What follows belongs to an exercise in optimizing a design on an open flow for small area and a short achievable clock period; a production flow would make more cautious choices. RTL that was checked went through simulation tests only; none was proved equivalent to the original. Power figures rest on the tool's default switching activity, not on a simulated workload.

Setup of branch violet:
## alu
module alu #(
    parameter DATA_WIDTH = 32,
    parameter INST_WIDTH = 4
)(
    input                   i_clk,
    input                   i_rst_n,
    input  [DATA_WIDTH-1:0] i_data_a,
    input  [DATA_WIDTH-1:0] i_data_b,
    input  [INST_WIDTH-1:0] i_inst,
    input                   i_valid,
    output [DATA_WIDTH-1:0] o_data,
    output                  o_overflow,
    output                  o_valid
);
For scale: roughly 2000 cells after synthesis, roughly 110 flip-flops, ~110 I/O pins.
clock: 13.0 ns
lec_check: 0
cap_margin: 20
core_margin: 2
core_utilization: 45
place_density: 0.6
slew_margin: 20
synth_hierarchical: 1
synth_minimum_keep_size: 0
standard.sh (not shown) runs the stock make flow with config.mk's settings and CLKGATE_MAP_FILE= SYNTH_SCRIPT=/design/flow/synth_recipe.tcl, a recipe that flattens the netlist after the stock synthesis.
==> flow/flow/run.sh <==
#!/bin/bash
# The standard ORFS layout (standard synthesis included), with two
# changes to how it is made:
#  - the port buffers are plain buffers (buf_4) rather than the delay cell
#    that buffer_ports picks on its own; every port still gets its buffer;
set -uo pipefail
MARGIN=7
export BUFFER_PORTS_ARGS="-buffer_cell sky130_fd_sc_hd__buf_4"
bash standard.sh SETUP_SLACK_MARGIN=$MARGIN finish > flow_make.log 2>&1
status=$?
cp -r orfs/logs flow_logs 2>/dev/null || true
exit $status
The inputs of branch cedar differ from those of branch violet as listed below.
diff --git a/flow/design.v b/flow/design.v
--- a/flow/design.v
+++ b/flow/design.v
@@ -887,34 +887,32 @@
 wire [9:0] ovi = {i_valid & (op == 4'd2), i_valid & (op == 4'd7),
                   i_valid & ((op == 4'd0) | (op == 4'd1)),
                   i_valid & (op == 4'd5), i_valid & (op == 4'd6),
                   ge32, ge31,
                   a[31] ^ b[31],                             
                   (a[31] & b[0]) ^ (b[31] & a[0]),           
                   a[31] ^ b[31] ^ sub};                      
 reg [95:0] cs_r;
 reg        sub_r;
 reg [9:0]  ovi_r;
 reg        valid_r;
+always @(posedge i_clk) begin
+    cs_r  <= cs_w;
+    sub_r <= sub;
+    ovi_r <= ovi;
+end
 always @(posedge i_clk or negedge i_rst_n) begin
-    if (~i_rst_n) begin
-        cs_r    <= 96'd0;
-        sub_r   <= 1'b0;
-        ovi_r   <= 10'd0;
+    if (~i_rst_n)
         valid_r <= 1'b0;
-    end else begin
-        cs_r    <= cs_w;
-        sub_r   <= sub;
-        ovi_r   <= ovi;
+    else
         valid_r <= i_valid;
-    end
 end
 wire fs225, fc225;
 ha u_ha225 (.x(cs_r[4]), .y(cs_r[5]), .s(fs225), .c(fc225));
 wire fs226, fc226;
 ha u_ha226 (.x(cs_r[7]), .y(cs_r[8]), .s(fs226), .c(fc226));
 wire fs227, fc227;
 fa u_fa227 (.x(cs_r[11]), .y(cs_r[9]), .z(cs_r[10]), .s(fs227), .c(fc227));
 wire fs228, fc228;
 fa u_fa228 (.x(cs_r[14]), .y(cs_r[12]), .z(cs_r[13]), .s(fs228), .c(fc228));
 wire fs229, fc229;
 fa u_fa229 (.x(cs_r[17]), .y(cs_r[15]), .z(cs_r[16]), .s(fs229), .c(fc229));
@@ -974,24 +972,24 @@
 wire [32:0] tr1 = {fs255, fs254, fs253, fs252, fs251, fs250, fs249, fs248, fs247, fs246, fs245, fs244, fs243, fs242, fs241, fs240, fs239, fs238, fs237, fs236, fs235, fs234, fs233, fs232, fs231, fs230, fs229, fs228, fs227, fs226, fs225, cs_r[3], cs_r[1]};
 wire [31:0] s;
 wire c31, p31, g31, q32;
 cpa u_cpa (.x(tr0), .y(tr1), .sub(sub_r), .s(s), .c31(c31), .p31(p31),
            .g31(g31), .q32(q32));
 wire [3:0] ovt;
 ovtab u_ovtab (.mul_s(ovi_r[9]), .mul_u(ovi_r[8]), .add(ovi_r[7]), .cout(ovi_r[6]),
                .bout(ovi_r[5]), .ge32(ovi_r[4]), .ge31(ovi_r[3]), .sneg(ovi_r[2]),
                .k32(ovi_r[1]), .x31(ovi_r[0]), .t(ovt));
 wire ov;
 ovsel u_ovsel (.t(ovt), .p31(p31), .g31(g31), .q32(q32), .c31(c31), .y(ov));
-assign o_data     = s;
-assign o_overflow = ov;
+assign o_data     = s & {32{valid_r}};
+assign o_overflow = ov & valid_r;
 assign o_valid    = valid_r;
 endmodule
 module cpa (
     input  [32:0] x, y,
     input         sub,
     output [31:0] s,
     output        c31, p31, g31, q32    
 );                                      
 wire [32:0] p0, g0;
 genvar k;
 generate
## What came out
- Switching share of total power: branch cedar vs branch violet down 0.41 points
- Against branch violet, branch cedar reports a final hold slack that is lower.
- Per the comparison of branch cedar with branch violet, clock share of power picked up an extra 0.4 points; post-route cell area lost 1.1%; final estimated routing congestion in global placement picked up an extra 0.071; number of distinct library cells after synthesis picked up an extra 1.2%.
- All of branch cedar and branch violet finish clean.
- First-pass GRT wire length on branch cedar is behind branch violet.
The RTL of branch cedar was laid out without a check of its function.

## separate check: timing with driven ports
Ports are ideal in the flow. The routed layouts listed here were re-timed in OpenROAD. Step 1 assumes that a clkbuf_16 drives the clock port and a buf_2 every other input. Step 2 times the ports against the registers' clock, not the clock port: input delays grow and output delays shrink by t, the midpoint of the rising clock arrivals with the driver on. a / b / c = ideal ports / drivers / drivers and shift; a / b = the first two.
run	t, ns	setup WS [ns]	worst setup path at the end
branch violet	0.444	7.010 / 6.955 / 6.625	input to register
branch cedar	0.434	6.934 / 6.880 / 6.579	input to register
After both steps every run listed still meets setup and hold. For branch violet, which loses most, drivers alone change the setup slack by -0.055 ns; drivers and shift together by -0.385 ns.
